Context: an optimization exercise on an open-source flow, tuned for small area. The choices shown serve that exercise and are no tape-out recipe. Where RTL was checked, it was by simulation tests only, not by an equivalence proof against the original. No activity file was given, so power comes from the tool's default toggle rates. The clock port is modelled as an ideal driver; clocking choices that lean on that would not hold on a real chip.

==> run a <==
// top
module top #(parameter n = 16, parameter k = 8)
(
  input clk,
  input rstn,
  input  [n * k - 1 : 0] in,
  output [n * k - 1 : 0] out
);
reg [4:0] age;
always @(posedge clk or negedge rstn) begin
  if (!rstn)
    age <= 5'd0;
  else if (age != 5'd17)
    age <= age + 5'd1;
end
wire valid = (age == 5'd17);
wire [7:0] x_0 = in[7:0];
wire [7:0] x_1 = in[15:8];
wire [7:0] x_2 = in[23:16];
wire [7:0] x_3 = in[31:24];
wire [7:0] x_4 = in[39:32];
wire [7:0] x_5 = in[47:40];
wire [7:0] x_6 = in[55:48];
wire [7:0] x_7 = in[63:56];
wire [7:0] x_8 = in[71:64];
wire [7:0] x_9 = in[79:72];
wire [7:0] x_10 = in[87:80];
wire [7:0] x_11 = in[95:88];
wire [7:0] x_12 = in[103:96];
wire [7:0] x_13 = in[111:104];
wire [7:0] x_14 = in[119:112];
wire [7:0] x_15 = in[127:120];
wire [7:0] c0_lo, c0_hi;
casg #(.INV(0)) u_cas0 (.a(x_0), .b(x_13), .lo(c0_lo), .hi(c0_hi));
wire [7:0] c1_lo, c1_hi;
casg #(.INV(0)) u_cas1 (.a(x_1), .b(x_12), .lo(c1_lo), .hi(c1_hi));
wire [7:0] c2_lo, c2_hi;
casg #(.INV(0)) u_cas2 (.a(x_2), .b(x_15), .lo(c2_lo), .hi(c2_hi));
wire [7:0] c3_lo, c3_hi;
casg #(.INV(0)) u_cas3 (.a(x_3), .b(x_14), .lo(c3_lo), .hi(c3_hi));
wire [7:0] c4_lo, c4_hi;
casg #(.INV(0)) u_cas4 (.a(x_4), .b(x_8), .lo(c4_lo), .hi(c4_hi));
wire [7:0] c5_lo, c5_hi;
casg #(.INV(0)) u_cas5 (.a(x_5), .b(x_6), .lo(c5_lo), .hi(c5_hi));
wire [7:0] c6_lo, c6_hi;
casg #(.INV(0)) u_cas6 (.a(x_7), .b(x_11), .lo(c6_lo), .hi(c6_hi));
wire [7:0] c7_lo, c7_hi;
casg #(.INV(0)) u_cas7 (.a(x_9), .b(x_10), .lo(c7_lo), .hi(c7_hi));
reg [127:0] s0;
always @(posedge clk) s0 <= {c2_hi, c3_hi, c0_hi, c1_hi, c6_hi, c7_hi, c7_lo, c4_hi, c6_lo, c5_hi, c5_lo, c4_lo, c3_lo, c2_lo, c1_lo, c0_lo};
wire [7:0] s0_0 = s0[7:0];
wire [7:0] s0_1 = s0[15:8];
  ...
export LEC_CHECK = 0
export CAP_MARGIN = 20
export CORE_MARGIN = 2
export CORE_UTILIZATION = 60
export SETUP_SLACK_MARGIN = 0.15
export SLEW_MARGIN = 20
create_clock -name core_clock -period 4.0 [get_ports {clk}]
standard.sh (not shown) runs the stock make flow with config.mk's settings and CLKGATE_MAP_FILE= SYNTH_SCRIPT=/design/flow/synth_recipe.tcl, a recipe that flattens the netlist after the stock synthesis.
==> flow/flow/run.sh <==
#!/bin/bash
# Standard synthesis and layout, with these changes to how the layout is made:
#  - the RTL's gate modules (sky_<cell>) are mapped to the sky130 cells of
#    the same function before synthesis (cellmap.py), so synthesis keeps them;
#  - after synthesis, 2:1 mux cells that share a select are rewritten as
#    o22a/o22ai cells with one inverter per select (muxrw.py);
#  - the ports are buffered with the smallest buffer;
#  - clock tree synthesis adds no dummy loads and clusters up to 30 sinks;
#  - after placement repair, gates with slack are downsized, then slew and
#    capacitance are repaired again (post_resize.tcl).
set -euo pipefail
F=$(pwd)/flow
R=orfs/results/sky130hd/top/base
export BUFFER_PORTS_ARGS="-buffer_cell sky130_fd_sc_hd__buf_1"
export CTS_ARGS="-sink_clustering_enable -repair_clock_nets -dont_use_dummy_load -sink_clustering_size 30 -sink_clustering_max_diameter 80 -buf_list {sky130_fd_sc_hd__clkbuf_8 sky130_fd_sc_hd__clkbuf_16}"
export POST_RESIZE_TCL=$F/post_resize.tcl
cp design.v design.rtl.v
python3 $F/cellmap.py design.rtl.v design.v > cellmap.log 2>&1
bash standard.sh synth > synth.log 2>&1
cp $R/1_2_yosys.v $R/1_2_yosys.std.v
python3 $F/muxrw.py $R/1_2_yosys.std.v $R/1_2_yosys.v > muxrw.log 2>&1
rm -f $R/1_synth.odb
bash standard.sh synth > synth_odb.log 2>&1
bash standard.sh finish > layout.log 2>&1
Other scripts of this flow, unchanged in this note and not shown: flow/flow/cellmap.py, flow/flow/muxrw.py, flow/flow/post_resize.tcl
==> run b: changes against run a <==
--- a/flow/design.v
+++ b/flow/design.v
@@ -33,35 +33,26 @@
     sky130_fd_sc_hd__inv_1 u_yn (.A(y[i]), .Y(yn[i]));
     sky130_fd_sc_hd__maj3_1 u_c (.A(x[i]), .B(yn[i]), .C(c[i]), .X(c[i+1]));
   end
 endgenerate
 wire s = c[8];
 wire sn;
 sky130_fd_sc_hd__inv_1 u_sn (.A(s), .Y(sn));
 generate
-  for (i = 0; i < 7; i = i + 1) begin : mux
+  for (i = 0; i < 8; i = i + 1) begin : mux
     sky130_fd_sc_hd__o22ai_1 u_lo (.A1(s), .A2(a[i]), .B1(sn), .B2(b[i]), .Y(lo[i]));
     sky130_fd_sc_hd__o22ai_1 u_hi (.A1(s), .A2(b[i]), .B1(sn), .B2(a[i]), .Y(hi[i]));
   end
-  if (INV) begin : top_inv
-    sky130_fd_sc_hd__nor2_1 u_lo7 (.A(a[7]), .B(b[7]), .Y(lo[7]));
-    sky130_fd_sc_hd__nand2_1 u_hi7 (.A(a[7]), .B(b[7]), .Y(hi[7]));
-  end else begin : top_true
-    sky130_fd_sc_hd__nand2_1 u_lo7 (.A(a[7]), .B(b[7]), .Y(lo[7]));
-    sky130_fd_sc_hd__nor2_1 u_hi7 (.A(a[7]), .B(b[7]), .Y(hi[7]));
-  end
 endgenerate
 endmodule
 
 
 
 
-
-
 module top #(parameter n = 16, parameter k = 8)
 (
   input clk,
   input rstn,
   input  [n * k - 1 : 0] in,
   output [n * k - 1 : 0] out
 );
 reg [4:0] age;
@@ -84,33 +75,41 @@
 wire [7:0] x_9 = in[79:72];
 wire [7:0] x_10 = in[87:80];
 wire [7:0] x_11 = in[95:88];
 wire [7:0] x_12 = in[103:96];
 wire [7:0] x_13 = in[111:104];
 wire [7:0] x_14 = in[119:112];
 wire [7:0] x_15 = in[127:120];
 wire [7:0] c0_lo, c0_hi;
-casg #(.INV(0)) u_cas0 (.a(x_0), .b(x_13), .lo(c0_lo), .hi(c0_hi));
+cas u_cas0 (.a(x_0), .b(x_13), .lo(c0_lo), .hi(c0_hi));
+wire [7:0] r0_lo = ~c0_lo, r0_hi = ~c0_hi;
 wire [7:0] c1_lo, c1_hi;
-casg #(.INV(0)) u_cas1 (.a(x_1), .b(x_12), .lo(c1_lo), .hi(c1_hi));
+cas u_cas1 (.a(x_1), .b(x_12), .lo(c1_lo), .hi(c1_hi));
+wire [7:0] r1_lo = ~c1_lo, r1_hi = ~c1_hi;
 wire [7:0] c2_lo, c2_hi;
-casg #(.INV(0)) u_cas2 (.a(x_2), .b(x_15), .lo(c2_lo), .hi(c2_hi));
+cas u_cas2 (.a(x_2), .b(x_15), .lo(c2_lo), .hi(c2_hi));
+wire [7:0] r2_lo = ~c2_lo, r2_hi = ~c2_hi;
 wire [7:0] c3_lo, c3_hi;
-casg #(.INV(0)) u_cas3 (.a(x_3), .b(x_14), .lo(c3_lo), .hi(c3_hi));
+cas u_cas3 (.a(x_3), .b(x_14), .lo(c3_lo), .hi(c3_hi));
+wire [7:0] r3_lo = ~c3_lo, r3_hi = ~c3_hi;
 wire [7:0] c4_lo, c4_hi;
-casg #(.INV(0)) u_cas4 (.a(x_4), .b(x_8), .lo(c4_lo), .hi(c4_hi));
+cas u_cas4 (.a(x_4), .b(x_8), .lo(c4_lo), .hi(c4_hi));
+wire [7:0] r4_lo = ~c4_lo, r4_hi = ~c4_hi;
 wire [7:0] c5_lo, c5_hi;
-casg #(.INV(0)) u_cas5 (.a(x_5), .b(x_6), .lo(c5_lo), .hi(c5_hi));
+cas u_cas5 (.a(x_5), .b(x_6), .lo(c5_lo), .hi(c5_hi));
+wire [7:0] r5_lo = ~c5_lo, r5_hi = ~c5_hi;
 wire [7:0] c6_lo, c6_hi;
-casg #(.INV(0)) u_cas6 (.a(x_7), .b(x_11), .lo(c6_lo), .hi(c6_hi));
+cas u_cas6 (.a(x_7), .b(x_11), .lo(c6_lo), .hi(c6_hi));
+wire [7:0] r6_lo = ~c6_lo, r6_hi = ~c6_hi;
 wire [7:0] c7_lo, c7_hi;
-casg #(.INV(0)) u_cas7 (.a(x_9), .b(x_10), .lo(c7_lo), .hi(c7_hi));
+cas u_cas7 (.a(x_9), .b(x_10), .lo(c7_lo), .hi(c7_hi));
+wire [7:0] r7_lo = ~c7_lo, r7_hi = ~c7_hi;
 reg [127:0] s0;
-always @(posedge clk) s0 <= {c2_hi, c3_hi, c0_hi, c1_hi, c6_hi, c7_hi, c7_lo, c4_hi, c6_lo, c5_hi, c5_lo, c4_lo, c3_lo, c2_lo, c1_lo, c0_lo};
+always @(posedge clk) s0 <= {r2_hi, r3_hi, r0_hi, r1_hi, r6_hi, r7_hi, r7_lo, r4_hi, r6_lo, r5_hi, r5_lo, r4_lo, r3_lo, r2_lo, r1_lo, r0_lo};
 wire [7:0] s0_0 = s0[7:0];
 wire [7:0] s0_1 = s0[15:8];
 wire [7:0] s0_2 = s0[23:16];
 wire [7:0] s0_3 = s0[31:24];
 wire [7:0] s0_4 = s0[39:32];
 wire [7:0] s0_5 = s0[47:40];
 wire [7:0] s0_6 = s0[55:48];
 wire [7:0] s0_7 = s0[63:56];
==> flow/config.mk (replaced) <==
export PLATFORM = sky130hd
export DESIGN_NAME = top
export DESIGN_NICKNAME = top
export VERILOG_FILES = /design/flow/design.v
export SDC_FILE = /design/flow/constraint.sdc
export NUM_CORES = 4
export LEC_CHECK = 0
export CAP_MARGIN = 20
export CORE_MARGIN = 2
export CORE_UTILIZATION = 40
export SLEW_MARGIN = 20
==> run c: changes against run a <==
--- a/flow/design.v
+++ b/flow/design.v
@@ -84,33 +84,41 @@
 wire [7:0] x_9 = in[79:72];
 wire [7:0] x_10 = in[87:80];
 wire [7:0] x_11 = in[95:88];
 wire [7:0] x_12 = in[103:96];
 wire [7:0] x_13 = in[111:104];
 wire [7:0] x_14 = in[119:112];
 wire [7:0] x_15 = in[127:120];
 wire [7:0] c0_lo, c0_hi;
-casg #(.INV(0)) u_cas0 (.a(x_0), .b(x_13), .lo(c0_lo), .hi(c0_hi));
+cas u_cas0 (.a(x_0), .b(x_13), .lo(c0_lo), .hi(c0_hi));
+wire [7:0] r0_lo = ~c0_lo, r0_hi = ~c0_hi;
 wire [7:0] c1_lo, c1_hi;
-casg #(.INV(0)) u_cas1 (.a(x_1), .b(x_12), .lo(c1_lo), .hi(c1_hi));
+cas u_cas1 (.a(x_1), .b(x_12), .lo(c1_lo), .hi(c1_hi));
+wire [7:0] r1_lo = ~c1_lo, r1_hi = ~c1_hi;
 wire [7:0] c2_lo, c2_hi;
-casg #(.INV(0)) u_cas2 (.a(x_2), .b(x_15), .lo(c2_lo), .hi(c2_hi));
+cas u_cas2 (.a(x_2), .b(x_15), .lo(c2_lo), .hi(c2_hi));
+wire [7:0] r2_lo = ~c2_lo, r2_hi = ~c2_hi;
 wire [7:0] c3_lo, c3_hi;
-casg #(.INV(0)) u_cas3 (.a(x_3), .b(x_14), .lo(c3_lo), .hi(c3_hi));
+cas u_cas3 (.a(x_3), .b(x_14), .lo(c3_lo), .hi(c3_hi));
+wire [7:0] r3_lo = ~c3_lo, r3_hi = ~c3_hi;
 wire [7:0] c4_lo, c4_hi;
-casg #(.INV(0)) u_cas4 (.a(x_4), .b(x_8), .lo(c4_lo), .hi(c4_hi));
+cas u_cas4 (.a(x_4), .b(x_8), .lo(c4_lo), .hi(c4_hi));
+wire [7:0] r4_lo = ~c4_lo, r4_hi = ~c4_hi;
 wire [7:0] c5_lo, c5_hi;
-casg #(.INV(0)) u_cas5 (.a(x_5), .b(x_6), .lo(c5_lo), .hi(c5_hi));
+cas u_cas5 (.a(x_5), .b(x_6), .lo(c5_lo), .hi(c5_hi));
+wire [7:0] r5_lo = ~c5_lo, r5_hi = ~c5_hi;
 wire [7:0] c6_lo, c6_hi;
-casg #(.INV(0)) u_cas6 (.a(x_7), .b(x_11), .lo(c6_lo), .hi(c6_hi));
+cas u_cas6 (.a(x_7), .b(x_11), .lo(c6_lo), .hi(c6_hi));
+wire [7:0] r6_lo = ~c6_lo, r6_hi = ~c6_hi;
 wire [7:0] c7_lo, c7_hi;
-casg #(.INV(0)) u_cas7 (.a(x_9), .b(x_10), .lo(c7_lo), .hi(c7_hi));
+cas u_cas7 (.a(x_9), .b(x_10), .lo(c7_lo), .hi(c7_hi));
+wire [7:0] r7_lo = ~c7_lo, r7_hi = ~c7_hi;
 reg [127:0] s0;
-always @(posedge clk) s0 <= {c2_hi, c3_hi, c0_hi, c1_hi, c6_hi, c7_hi, c7_lo, c4_hi, c6_lo, c5_hi, c5_lo, c4_lo, c3_lo, c2_lo, c1_lo, c0_lo};
+always @(posedge clk) s0 <= {r2_hi, r3_hi, r0_hi, r1_hi, r6_hi, r7_hi, r7_lo, r4_hi, r6_lo, r5_hi, r5_lo, r4_lo, r3_lo, r2_lo, r1_lo, r0_lo};
 wire [7:0] s0_0 = s0[7:0];
 wire [7:0] s0_1 = s0[15:8];
 wire [7:0] s0_2 = s0[23:16];
 wire [7:0] s0_3 = s0[31:24];
 wire [7:0] s0_4 = s0[39:32];
 wire [7:0] s0_5 = s0[47:40];
 wire [7:0] s0_6 = s0[55:48];
 wire [7:0] s0_7 = s0[63:56];
==> flow/config.mk (replaced) <==
export PLATFORM = sky130hd
export DESIGN_NAME = top
export DESIGN_NICKNAME = top
export VERILOG_FILES = /design/flow/design.v
export SDC_FILE = /design/flow/constraint.sdc
export NUM_CORES = 4
export LEC_CHECK = 0
export CAP_MARGIN = 20
export CORE_MARGIN = 2
export CORE_UTILIZATION = 60
export SLEW_MARGIN = 20
==> run d: changes against run a <==
--- a/flow/design.v
+++ b/flow/design.v
@@ -46,16 +46,46 @@
     sky130_fd_sc_hd__nor2_1 u_lo7 (.A(a[7]), .B(b[7]), .Y(lo[7]));
     sky130_fd_sc_hd__nand2_1 u_hi7 (.A(a[7]), .B(b[7]), .Y(hi[7]));
   end else begin : top_true
     sky130_fd_sc_hd__nand2_1 u_lo7 (.A(a[7]), .B(b[7]), .Y(lo[7]));
     sky130_fd_sc_hd__nor2_1 u_hi7 (.A(a[7]), .B(b[7]), .Y(hi[7]));
   end
 endgenerate
 endmodule
+module casgm (
+  input  [7:0] t,
+  input  [7:0] nr,
+  output [7:0] lo,
+  output [7:0] hi
+);
+wire [8:1] c;
+sky130_fd_sc_hd__and2_1 u_c1 (.A(t[0]), .B(nr[0]), .X(c[1]));
+genvar i;
+generate
+  for (i = 1; i < 8; i = i + 1) begin : rip
+    sky130_fd_sc_hd__maj3_1 u_c (.A(t[i]), .B(nr[i]), .C(c[i]), .X(c[i+1]));
+  end
+endgenerate
+wire g = c[8];
+wire gn;
+sky130_fd_sc_hd__inv_1 u_gn (.A(g), .Y(gn));
+wire [6:0] tn;
+generate
+  for (i = 0; i < 7; i = i + 1) begin : mux
+    sky130_fd_sc_hd__inv_1 u_tn (.A(t[i]), .Y(tn[i]));
+    sky130_fd_sc_hd__o22ai_1 u_lo (.A1(g), .A2(tn[i]), .B1(gn), .B2(nr[i]), .Y(lo[i]));
+    sky130_fd_sc_hd__o22ai_1 u_hi (.A1(g), .A2(nr[i]), .B1(gn), .B2(tn[i]), .Y(hi[i]));
+  end
+endgenerate
+sky130_fd_sc_hd__nor2b_1 u_lo7 (.A(nr[7]), .B_N(t[7]), .Y(lo[7]));
+sky130_fd_sc_hd__nand2b_1 u_hi7 (.A_N(t[7]), .B(nr[7]), .Y(hi[7]));
+endmodule
+
+
 
 
 
 
 
 
 module top #(parameter n = 16, parameter k = 8)
 (
@@ -284,26 +314,23 @@
 wire [7:0] s5_11 = s5[95:88];
 wire [7:0] s5_12 = s5[103:96];
 wire [7:0] s5_13 = s5[111:104];
 wire [7:0] s5_14 = s5[119:112];
 wire [7:0] s5_15 = s5[127:120];
 wire [7:0] c45_lo, c45_hi;
 casg #(.INV(0)) u_cas45 (.a(s5_2), .b(s5_4), .lo(c45_lo), .hi(c45_hi));
 wire [7:0] c46_lo, c46_hi;
-wire [7:0] t1 = ~s5_3;
-cas u_cas46 (.a(t1), .b(s5_6), .lo(c46_lo), .hi(c46_hi));
+casgm u_cas46 (.t(s5_6), .nr(s5_3), .lo(c46_lo), .hi(c46_hi));
 wire [7:0] c47_lo, c47_hi;
-wire [7:0] t2 = ~s5_12;
-cas u_cas47 (.a(s5_9), .b(t2), .lo(c47_lo), .hi(c47_hi));
-wire [7:0] r47_lo = ~c47_lo, r47_hi = ~c47_hi;
+casgm u_cas47 (.t(s5_9), .nr(s5_12), .lo(c47_lo), .hi(c47_hi));
 wire [7:0] c48_lo, c48_hi;
 casg #(.INV(0)) u_cas48 (.a(s5_11), .b(s5_13), .lo(c48_lo), .hi(c48_hi));
 reg [127:0] s6;
-always @(posedge clk) s6 <= {s5_15, s5_14, c48_hi, r47_hi, c48_lo, s5_10, r47_lo, s5_8, s5_7, c46_hi, s5_5, c45_hi, c46_lo, c45_lo, s5_1, s5_0};
+always @(posedge clk) s6 <= {s5_15, s5_14, c48_hi, c47_hi, c48_lo, s5_10, c47_lo, s5_8, s5_7, c46_hi, s5_5, c45_hi, c46_lo, c45_lo, s5_1, s5_0};
 wire [7:0] s6_0 = s6[7:0];
 wire [7:0] s6_1 = s6[15:8];
 wire [7:0] s6_2 = s6[23:16];
 wire [7:0] s6_3 = s6[31:24];
 wire [7:0] s6_4 = s6[39:32];
 wire [7:0] s6_5 = s6[47:40];
 wire [7:0] s6_6 = s6[55:48];
 wire [7:0] s6_7 = s6[63:56];
@@ -315,25 +342,21 @@
 wire [7:0] s6_13 = s6[111:104];
 wire [7:0] s6_14 = s6[119:112];
 wire [7:0] s6_15 = s6[127:120];
 wire [7:0] c49_lo, c49_hi;
 casg #(.INV(0)) u_cas49 (.a(s6_3), .b(s6_5), .lo(c49_lo), .hi(c49_hi));
 wire [7:0] c50_lo, c50_hi;
 casg #(.INV(0)) u_cas50 (.a(s6_6), .b(s6_8), .lo(c50_lo), .hi(c50_hi));
 wire [7:0] c51_lo, c51_hi;
-wire [7:0] t3 = ~s6_9;
-cas u_cas51 (.a(s6_7), .b(t3), .lo(c51_lo), .hi(c51_hi));
-wire [7:0] r51_lo = ~c51_lo, r51_hi = ~c51_hi;
+casg #(.INV(0)) u_cas51 (.a(s6_7), .b(s6_9), .lo(c51_lo), .hi(c51_hi));
 wire [7:0] c52_lo, c52_hi;
-wire [7:0] t4 = ~s6_12;
-cas u_cas52 (.a(s6_10), .b(t4), .lo(c52_lo), .hi(c52_hi));
-wire [7:0] r52_lo = ~c52_lo, r52_hi = ~c52_hi;
+casg #(.INV(0)) u_cas52 (.a(s6_10), .b(s6_12), .lo(c52_lo), .hi(c52_hi));
 reg [127:0] s7;
-always @(posedge clk) s7 <= {s6_15, s6_14, s6_13, r52_hi, s6_11, r52_lo, r51_hi, c50_hi, r51_lo, c50_lo, c49_hi, s6_4, c49_lo, s6_2, s6_1, s6_0};
+always @(posedge clk) s7 <= {s6_15, s6_14, s6_13, c52_hi, s6_11, c52_lo, c51_hi, c50_hi, c51_lo, c50_lo, c49_hi, s6_4, c49_lo, s6_2, s6_1, s6_0};
 wire [7:0] s7_0 = s7[7:0];
 wire [7:0] s7_1 = s7[15:8];
 wire [7:0] s7_2 = s7[23:16];
 wire [7:0] s7_3 = s7[31:24];
 wire [7:0] s7_4 = s7[39:32];
 wire [7:0] s7_5 = s7[47:40];
 wire [7:0] s7_6 = s7[55:48];
 wire [7:0] s7_7 = s7[63:56];
@@ -368,74 +391,74 @@
 wire [7:0] s8_8 = s8[71:64];
 wire [7:0] s8_9 = s8[79:72];
 wire [7:0] s8_10 = s8[87:80];
 wire [7:0] s8_11 = s8[95:88];
 wire [7:0] s8_12 = s8[103:96];
 wire [7:0] s8_13 = s8[111:104];
 wire [7:0] s8_14 = s8[119:112];
 wire [7:0] s8_15 = s8[127:120];
-wire [7:0] t5 = ~s8_2;
-wire [7:0] t6 = ~s8_13;
+wire [7:0] t1 = ~s8_2;
+wire [7:0] t2 = ~s8_13;
 wire [7:0] c58_lo, c58_hi;
 cas u_cas58 (.a(s8_6), .b(s8_7), .lo(c58_lo), .hi(c58_hi));
 wire [7:0] r58_lo = ~c58_lo, r58_hi = ~c58_hi;
 wire [7:0] c59_lo, c59_hi;
 cas u_cas59 (.a(s8_8), .b(s8_9), .lo(c59_lo), .hi(c59_hi));
 wire [7:0] r59_lo = ~c59_lo, r59_hi = ~c59_hi;
 wire [95:0] low = {s8_15[5:0], s8_14[5:0], s8_13[5:0], s8_12[5:0], s8_11[5:0], s8_10[5:0], r59_hi[5:0], r59_lo[5:0], r58_hi[5:0], r58_lo[5:0], s8_5[5:0], s8_4[5:0], s8_3[5:0], s8_2[5:0], s8_1[5:0], s8_0[5:0]};
 wire [15:0] z1;
 assign z1[0] = (~s8_0[7] & ~s8_0[6]);
 assign z1[1] = (~s8_1[7] & ~s8_1[6]);
-assign z1[2] = (~t5[7] & ~t5[6]);
+assign z1[2] = (~t1[7] & ~t1[6]);
 assign z1[3] = (~s8_3[7] & ~s8_3[6]);
 assign z1[4] = (~s8_4[7] & ~s8_4[6]);
 assign z1[5] = (~s8_5[7] & ~s8_5[6]);
 assign z1[6] = ((~s8_6[7] & ~s8_6[6]) | (~s8_7[7] & ~s8_7[6]));
 assign z1[7] = ((~s8_6[7] & ~s8_6[6]) & (~s8_7[7] & ~s8_7[6]));
 assign z1[8] = ((~s8_8[7] & ~s8_8[6]) | (~s8_9[7] & ~s8_9[6]));
 assign z1[9] = ((~s8_8[7] & ~s8_8[6]) & (~s8_9[7] & ~s8_9[6]));
 assign z1[10] = (~s8_10[7] & ~s8_10[6]);
 assign z1[11] = (~s8_11[7] & ~s8_11[6]);
 assign z1[12] = (~s8_12[7] & ~s8_12[6]);
-assign z1[13] = (~t6[7] & ~t6[6]);
+assign z1[13] = (~t2[7] & ~t2[6]);
 assign z1[14] = (~s8_14[7] & ~s8_14[6]);
 assign z1[15] = (~s8_15[7] & ~s8_15[6]);
 wire [15:0] z2;
 assign z2[0] = (~s8_0[7]);
 assign z2[1] = (~s8_1[7]);
-assign z2[2] = (~t5[7]);
+assign z2[2] = (~t1[7]);
 assign z2[3] = (~s8_3[7]);
 assign z2[4] = (~s8_4[7]);
 assign z2[5] = (~s8_5[7]);
 assign z2[6] = ((~s8_6[7]) | (~s8_7[7]));
 assign z2[7] = ((~s8_6[7]) & (~s8_7[7]));
 assign z2[8] = ((~s8_8[7]) | (~s8_9[7]));
 assign z2[9] = ((~s8_8[7]) & (~s8_9[7]));
 assign z2[10] = (~s8_10[7]);
 assign z2[11] = (~s8_11[7]);
 assign z2[12] = (~s8_12[7]);
-assign z2[13] = (~t6[7]);
+assign z2[13] = (~t2[7]);
 assign z2[14] = (~s8_14[7]);
 assign z2[15] = (~s8_15[7]);
 wire [15:0] z3;
 assign z3[0] = (~(s8_0[7] & s8_0[6]));
 assign z3[1] = (~(s8_1[7] & s8_1[6]));
-assign z3[2] = (~(t5[7] & t5[6]));
+assign z3[2] = (~(t1[7] & t1[6]));
 assign z3[3] = (~(s8_3[7] & s8_3[6]));
 assign z3[4] = (~(s8_4[7] & s8_4[6]));
 assign z3[5] = (~(s8_5[7] & s8_5[6]));
 assign z3[6] = ((~(s8_6[7] & s8_6[6])) | (~(s8_7[7] & s8_7[6])));
 assign z3[7] = ((~(s8_6[7] & s8_6[6])) & (~(s8_7[7] & s8_7[6])));
 assign z3[8] = ((~(s8_8[7] & s8_8[6])) | (~(s8_9[7] & s8_9[6])));
 assign z3[9] = ((~(s8_8[7] & s8_8[6])) & (~(s8_9[7] & s8_9[6])));
 assign z3[10] = (~(s8_10[7] & s8_10[6]));
 assign z3[11] = (~(s8_11[7] & s8_11[6]));
 assign z3[12] = (~(s8_12[7] & s8_12[6]));
-assign z3[13] = (~(t6[7] & t6[6]));
+assign z3[13] = (~(t2[7] & t2[6]));
 assign z3[14] = (~(s8_14[7] & s8_14[6]));
 assign z3[15] = (~(s8_15[7] & s8_15[6]));
 wire [4:0] n1 = therm2bin(z1), n2 = therm2bin(z2), n3 = therm2bin(z3);
 wire [1:0] full = {n2[4], n3[4] & ~n2[4] | n1[4]};
 reg [109:0] e9;
 always @(posedge clk) e9 <= {full, n3[3:0], n2[3:0], n1[3:0], low};
 reg [109:0] e10;
 always @(posedge clk) e10 <= e9;
==> run summary <==
Post-DR vias/cell: run a 5.233; run d 5.202; run b 4.791; run c 5.186
Largest net degree at the start of global routing: run a 43; run d 37; run b 41; run c 37
Critical path's largest stage delay: run a 0.42 ns; run d 0.41 ns; run b 0.37 ns; run c 0.53 ns
Worst slew margin relative to its limit: run a 36.92%; run d 32.57%; run b 38.65%; run c 30.71%
Internal reg-to-reg setup slack: run a 0.23 ns; run d 0.19 ns; run b 0.1 ns; run c 0.06 ns
Clock period minus final worst setup slack: run a 3.771 ns; run d 3.812 ns; run b 3.904 ns; run c 3.942 ns
Int Pwr: run a 0.04012 W; run d 0.03983 W; run b 0.04182 W; run c 0.03967 W
Vias post-DR: run a 31.80k; run d 30.83k; run b 32.31k; run c 31.66k
Count of inserted tapcells: run a 1243; run d 1186; run b 1876; run c 1243
Area inside the core boundary: run a 91940 um2; run d 91390 um2; run b 139200 um2; run c 91940 um2
Result of the run: run a timing/DRC/antenna clean; run d timing/DRC/antenna clean; run b timing/DRC/antenna clean; run c timing/DRC/antenna clean
Highest routed layer: run a met4; run d met4; run b met5; run c met4
Placement Setup Slack: run a -0.05179 ns; run d -0.03393 ns; run b 0.01364 ns; run c 0.08661 ns
The RTL of run a and run b was laid out without a check of its function.

[afterwards: timing with drivers on the ports]
No port has a modelled driver above. Below, the same layouts with a new extraction and two added sets of constraints. Step 1 sets driving cells, clkbuf_16 on the clock port and buf_2 on the other inputs (assumed; they add their load-dependent delay and slew). Step 2 times the ports against the registers' clock, not the clock port: input delays grow and output delays shrink by t, the midpoint of the rising clock arrivals with the driver on. a / b / c = ideal / step 1 / step 2; a / b = the first two.
run | t, ns | setup slack, ns | hold slack, ns | worst register clock-pin slew, ns
run a | 0.723 | 0.229 / 0.229 / -0.068 | 0.306 / 0.274 / 0.306 | 0.11 / 0.11
run b | 0.751 | 0.096 / 0.096 / 0.096 | 0.259 / 0.245 / 0.259 | 0.11 / 0.11
run c | 0.711 | 0.058 / 0.058 / 0.058 | 0.282 / 0.282 / 0.282 | 0.11 / 0.11
run d | 0.705 | 0.188 / 0.188 / -0.048 | 0.275 / 0.275 / 0.275 | 0.11 / 0.11
Met with ideal ports but missed after step 2: setup timing in run a and run d. The setup slack of run a, which loses most, moves by 0.000 ns with the drivers and by -0.297 ns with both steps.
